From an optimization exercise on the open Yosys and OpenROAD flow, aimed at small area, a short achievable clock period and few clock cycles per item; shortcuts taken in it are not production practice.
The RTL was checked by simulation tests, not by an equivalence proof against the original design.

==> inputs of exp/tundra <==
## SNN
module SNN(
	input clk,
	input rst_n,
	input in_valid,
	input [7:0] img,
	input [7:0] ker,
	input [7:0] weight,
	output reg out_valid,
	output reg [9:0] out_data
);
localparam [6:0] IDLE = 7'd0;
localparam [6:0] LAST = 7'd79;    
reg [6:0] s;
reg vld_r;
always @(posedge clk or negedge rst_n) begin
	if (!rst_n) begin
		s <= IDLE;
		vld_r <= 1'b0;
	end else begin
		vld_r <= in_valid;
		if (s == IDLE) s <= vld_r ? 7'd1 : IDLE;
		else if (s == LAST) s <= IDLE;
		else s <= s + 7'd1;
	end
end
wire first = (s == IDLE) & vld_r;
reg [7:0] sr0, sr1, sr2, sr3, sr4, sr5, sr6, sr7, sr8, sr9, sr10, sr11, sr12;
always @(posedge clk) begin
	sr0 <= img; sr1 <= sr0; sr2 <= sr1; sr3 <= sr2; sr4 <= sr3; sr5 <= sr4;
	sr6 <= sr5; sr7 <= sr6; sr8 <= sr7; sr9 <= sr8; sr10 <= sr9; sr11 <= sr10; sr12 <= sr11;
end
reg [7:0] k0, k1, k2, k3, k4, k5, k6, k7, k8;
reg [7:0] w0, w1, w2, w3;
wire idle0 = (s == IDLE) & ~vld_r;
always @(posedge clk) begin
	if (idle0) k0 <= ker;
	if (first) k1 <= ker;
	if (s == 7'd1) k2 <= ker;
	if (s == 7'd2) k3 <= ker;
	if (s == 7'd3) k4 <= ker;
	if (s == 7'd4) k5 <= ker;
	if (s == 7'd5) k6 <= ker;
	if (s == 7'd6) k7 <= ker;
	if (s == 7'd7) k8 <= ker;
  ...
clock: 15.0 ns
lec_check: 0
cap_margin: 20
core_margin: 2
core_utilization: 55
cts_buf_list: sky130_fd_sc_hd__clkbuf_8 sky130_fd_sc_hd__clkbuf_16
cts_cluster_diameter: 80
cts_cluster_size: 25
slew_margin: 20
synth_hierarchical: 1
standard.sh (not shown) runs the stock make flow with config.mk's settings and CLKGATE_MAP_FILE= SYNTH_SCRIPT=/design/flow/synth_recipe.tcl, a recipe that flattens the netlist after the stock synthesis.
==> flow/flow/run.sh <==
#!/bin/bash
set -euo pipefail
export BUFFER_PORTS_ARGS="-buffer_cell sky130_fd_sc_hd__buf_4"
export SETUP_SLACK_MARGIN=10.85
export CTS_ARGS="-sink_clustering_enable -repair_clock_nets -dont_use_dummy_load -sink_clustering_size 25 -sink_clustering_max_diameter 80 -buf_list {sky130_fd_sc_hd__clkbuf_8 sky130_fd_sc_hd__clkbuf_16}"
bash standard.sh > standard_flow.log 2>&1
==> exp/violet (differences from exp/tundra) <==
--- a/flow/design.v
+++ b/flow/design.v
@@ -1663,14 +1663,118 @@
 wire aq_c134 = ~(aq_c47 ^ aq_c98);
 wire aq_c135 = ~(aq_c48 ^ aq_c114);
 wire aq_c136 = ~(aq_c49 ^ aq_c88);
 wire aq_c137 = ~(aq_c50 ^ aq_c116);
 wire aq_c138 = ~(aq_c51 ^ aq_c100);
 wire aq_c139 = ~(aq_c52 ^ aq_c118);
 wire [7:0] qsum = {aq_c139, aq_c138, aq_c137, aq_c136, aq_c135, aq_c134, aq_c133, aq_c132};
+wire al_c1 = ~ys_n[1];
+wire al_c2 = ~ys_n[2];
+wire al_c3 = ~ys_n[3];
+wire al_c4 = ~ys_n[4];
+wire al_c5 = ~ys_n[5];
+wire al_c6 = ~ys_n[6];
+wire al_c7 = ~ys_n[7];
+wire al_c8 = ~ys_n[8];
+wire al_c9 = gq0n[0] & al_c1;
+wire al_c10 = gq0n[1] & al_c2;
+wire al_c11 = gq0n[2] & al_c3;
+wire al_c12 = gq0n[3] & al_c4;
+wire al_c13 = gq0n[4] & al_c5;
+wire al_c14 = gq0n[5] & al_c6;
+wire al_c15 = gq0n[6] & al_c7;
+wire al_c16 = gq0n[7] & al_c8;
+wire al_c17 = 1'b0 & 1'b1;
+wire al_c18 = gq0n[0] ^ al_c1;
+wire al_c19 = gq0n[1] ^ al_c2;
+wire al_c20 = gq0n[2] ^ al_c3;
+wire al_c21 = gq0n[3] ^ al_c4;
+wire al_c22 = gq0n[4] ^ al_c5;
+wire al_c23 = gq0n[5] ^ al_c6;
+wire al_c24 = gq0n[6] ^ al_c7;
+wire al_c25 = gq0n[7] ^ al_c8;
+wire al_c26 = 1'b0 ^ 1'b1;
+wire al_c27 = ~1'b1;
+wire al_c28 = al_c9 | (al_c18 & al_c27);
+wire al_c29, al_c30; PGN ual_c29 (al_c10, al_c19, al_c28, al_c18, al_c29, al_c30);
+wire al_c31, al_c32; PGN ual_c31 (al_c12, al_c21, al_c11, al_c20, al_c31, al_c32);
+wire al_c33, al_c34; PGN ual_c33 (al_c14, al_c23, al_c13, al_c22, al_c33, al_c34);
+wire al_c35, al_c36; PGN ual_c35 (al_c16, al_c25, al_c15, al_c24, al_c35, al_c36);
+wire al_c37, al_c38; PGN ual_c37 (al_c31, al_c32, al_c29, al_c30, al_c37, al_c38);
+wire al_c39, al_c40; PGN ual_c39 (al_c35, al_c36, al_c33, al_c34, al_c39, al_c40);
+wire al_c41, al_c42; PGN ual_c41 (al_c39, al_c40, al_c37, al_c38, al_c41, al_c42);
+wire al_c43, al_c44; PGN ual_c43 (al_c33, al_c34, al_c37, al_c38, al_c43, al_c44);
+wire al_c45, al_c46; PGN ual_c45 (al_c11, al_c20, al_c29, al_c30, al_c45, al_c46);
+wire al_c47, al_c48; PGN ual_c47 (al_c13, al_c22, al_c37, al_c38, al_c47, al_c48);
+wire al_c49, al_c50; PGN ual_c49 (al_c15, al_c24, al_c43, al_c44, al_c49, al_c50);
+wire al_c51, al_c52; PGN ual_c51 (al_c17, al_c26, al_c41, al_c42, al_c51, al_c52);
+wire al_c53 = ~(al_c18 ^ al_c27);
+wire al_c54 = ~(al_c19 ^ al_c28);
+wire al_c55 = ~(al_c20 ^ al_c29);
+wire al_c56 = ~(al_c21 ^ al_c45);
+wire al_c57 = ~(al_c22 ^ al_c37);
+wire al_c58 = ~(al_c23 ^ al_c47);
+wire al_c59 = ~(al_c24 ^ al_c43);
+wire al_c60 = ~(al_c25 ^ al_c49);
+wire al_c61 = ~(al_c26 ^ al_c41);
+wire al_c62 = ~(al_c53 ^ al_c61);
+wire al_c63 = ~(al_c54 ^ al_c61);
+wire al_c64 = ~(al_c55 ^ al_c61);
+wire al_c65 = ~(al_c56 ^ al_c61);
+wire al_c66 = ~(al_c57 ^ al_c61);
+wire al_c67 = ~(al_c58 ^ al_c61);
+wire al_c68 = ~(al_c59 ^ al_c61);
+wire al_c69 = ~(al_c60 ^ al_c61);
+wire al_c70 = dbn[0] & al_c62;
+wire al_c71 = dbn[1] & al_c63;
+wire al_c72 = dbn[2] & al_c64;
+wire al_c73 = dbn[3] & al_c65;
+wire al_c74 = dbn[4] & al_c66;
+wire al_c75 = dbn[5] & al_c67;
+wire al_c76 = dbn[6] & al_c68;
+wire al_c77 = dbn[7] & al_c69;
+wire al_c78 = dbn[8] & 1'b1;
+wire al_c79 = dbn[9] & 1'b1;
+wire al_c80 = dbn[0] ^ al_c62;
+wire al_c81 = dbn[1] ^ al_c63;
+wire al_c82 = dbn[2] ^ al_c64;
+wire al_c83 = dbn[3] ^ al_c65;
+wire al_c84 = dbn[4] ^ al_c66;
+wire al_c85 = dbn[5] ^ al_c67;
+wire al_c86 = dbn[6] ^ al_c68;
+wire al_c87 = dbn[7] ^ al_c69;
+wire al_c88 = dbn[8] ^ 1'b1;
+wire al_c89 = dbn[9] ^ 1'b1;
+wire al_c90 = ~al_c61;
+wire al_c91 = al_c70 | (al_c80 & al_c90);
+wire al_c92, al_c93; PGN ual_c92 (al_c71, al_c81, al_c91, al_c80, al_c92, al_c93);
+wire al_c94, al_c95; PGN ual_c94 (al_c73, al_c83, al_c72, al_c82, al_c94, al_c95);
+wire al_c96, al_c97; PGN ual_c96 (al_c75, al_c85, al_c74, al_c84, al_c96, al_c97);
+wire al_c98, al_c99; PGN ual_c98 (al_c77, al_c87, al_c76, al_c86, al_c98, al_c99);
+wire al_c100, al_c101; PGN ual_c100 (al_c79, al_c89, al_c78, al_c88, al_c100, al_c101);
+wire al_c102, al_c103; PGN ual_c102 (al_c94, al_c95, al_c92, al_c93, al_c102, al_c103);
+wire al_c104, al_c105; PGN ual_c104 (al_c98, al_c99, al_c96, al_c97, al_c104, al_c105);
+wire al_c106, al_c107; PGN ual_c106 (al_c104, al_c105, al_c102, al_c103, al_c106, al_c107);
+wire al_c108, al_c109; PGN ual_c108 (al_c96, al_c97, al_c102, al_c103, al_c108, al_c109);
+wire al_c110, al_c111; PGN ual_c110 (al_c100, al_c101, al_c106, al_c107, al_c110, al_c111);
+wire al_c112, al_c113; PGN ual_c112 (al_c72, al_c82, al_c92, al_c93, al_c112, al_c113);
+wire al_c114, al_c115; PGN ual_c114 (al_c74, al_c84, al_c102, al_c103, al_c114, al_c115);
+wire al_c116, al_c117; PGN ual_c116 (al_c76, al_c86, al_c108, al_c109, al_c116, al_c117);
+wire al_c118, al_c119; PGN ual_c118 (al_c78, al_c88, al_c106, al_c107, al_c118, al_c119);
+wire al_c120 = ~(al_c80 ^ al_c90);
+wire al_c121 = ~(al_c81 ^ al_c91);
+wire al_c122 = ~(al_c82 ^ al_c92);
+wire al_c123 = ~(al_c83 ^ al_c112);
+wire al_c124 = ~(al_c84 ^ al_c102);
+wire al_c125 = ~(al_c85 ^ al_c114);
+wire al_c126 = ~(al_c86 ^ al_c108);
+wire al_c127 = ~(al_c87 ^ al_c116);
+wire al_c128 = ~(al_c88 ^ al_c106);
+wire al_c129 = ~(al_c89 ^ al_c118);
+wire [9:0] dnew = {al_c129, al_c128, al_c127, al_c126, al_c125, al_c124, al_c123, al_c122, al_c121, al_c120};
 always @(posedge clk) begin
 	ys_n <= ~ysum;
 	qs <= qsum;
 end
 wire [7:0] gs = ~ys_n[8:1];
 reg pool_v0, pool_v1, pool_v2, pool_v3, pool_f;
 always @(*) begin
@@ -1760,18 +1864,16 @@
 		g_ins <= ins_n;
 		g_img1 <= acc_n;
 		g_first <= (s == 7'd67);
 		fin <= (s == 7'd77);
 	end
 end
 wire [9:0] dbase = g_first ? 10'd0 : dacc;
-wire [8:0] de = {1'b0, gq0} - {1'b0, gs};
-wire dneg = de[8];
-wire [7:0] dmag = de[7:0] ^ {8{dneg}};
-wire [9:0] dnew = dbase + {2'd0, dmag} + {9'd0, dneg};
+wire [9:0] dbn = ~dbase;
+wire [7:0] gq0n = ~gq0;
 wire dbig = dnew[9:4] != 6'd0;
 always @(posedge clk) begin
 	gq0 <= gq1; gq1 <= gq2; gq2 <= gq3; gq3 <= g_ins ? gs : gq0;
 	if (g_img1) dacc <= dnew;
 end
 always @(posedge clk or negedge rst_n) begin
 	if (!rst_n) begin
@@ -1783,14 +1885,18 @@
 	end
 end
 endmodule
 module FA(input a, input b, input c, output s, output co);
   assign s = a ^ b ^ c;
   assign co = (a & b) | (a & c) | (b & c);
 endmodule
+module PGN(input g, input p, input gl, input pl, output go, output po);
+  assign go = g | (p & gl);
+  assign po = p & pl;
+endmodule
 module XNM(input a, input b, output y);
   assign y = ~(a ^ b);
 endmodule
 module ORM(input a, input b, output y);
   assign y = a | b;
 endmodule
 module XRM(input a, input b, output y);
==> qor summary <==
quantity                                               exp/violet  exp/tundra
Status                                   timing/DRC/antenna clean  timing/DRC/antenna clean
Critical-path maximum fanout                                    1           5
Proportion of cell area occupied by multi-input gates       0.584       0.586
Area of the die                                        58,400 um2  58,800 um2
Plain + repair buffers                                         91         104
Average size of a mapped cell                            12.2 um2    12.1 um2
Average wire length per cell after detail routing         24.3 um     23.6 um
First-pass GRT wire length                             124,000 um  122,000 um
M1 wire length                                          30,800 um   29,700 um
Dpl cells                                                   3,186       3,228
Delay of the slowest cell on the worst path                390 ps      560 ps
Gpl congestion                                              0.925       0.909
Post-layout utilization of the core                         0.588       0.594
Number of global-route vias before repair                  20,600      20,800
Final critical-path setup slack                         10,890 ps   10,790 ps
Die span in x                                              242 um      242 um
Post-route cell area                                   33,000 um2  33,500 um2
Worst Hold Path EP                                         sr9[0]      gq2[5]
Inverters, non-clock                                           71          77
Testbench counts of exp/tundra, summed over its fixed seeds: cycles 25,920, items 320.
Testbench counts of exp/violet, summed over its fixed seeds: cycles 25,920, items 320.

[what the ideal ports hide]
In the flow no input, the clock included, has a driving cell. The finished layouts below were timed again as built, in two steps. Step 1: set_driving_cell puts a clkbuf_16 on clk and a buf_2 on each other input, an assumption about the parent block. Step 2 times the ports against the registers' clock, not the clock port: input delays grow and output delays shrink by t, the midpoint of the rising clock arrivals with the driver on. Slacks: no drivers / after step 1 / after step 2; pairs: no drivers / after step 1.
| run | shift t [ns] | setup WS [ns] | worst hold slack (ns) | slew at the worst register clock pin (ns) |
|---|---|---|---|---|
| exp/tundra | 0.649 | 10.791 / 10.791 / 10.791 | 0.289 / 0.289 / 0.289 | 0.10 / 0.10 |
| exp/violet | 0.654 | 10.890 / 10.830 / 10.934 | 0.304 / 0.304 / 0.304 | 0.10 / 0.10 |
After both steps setup and hold are still met in every run listed.
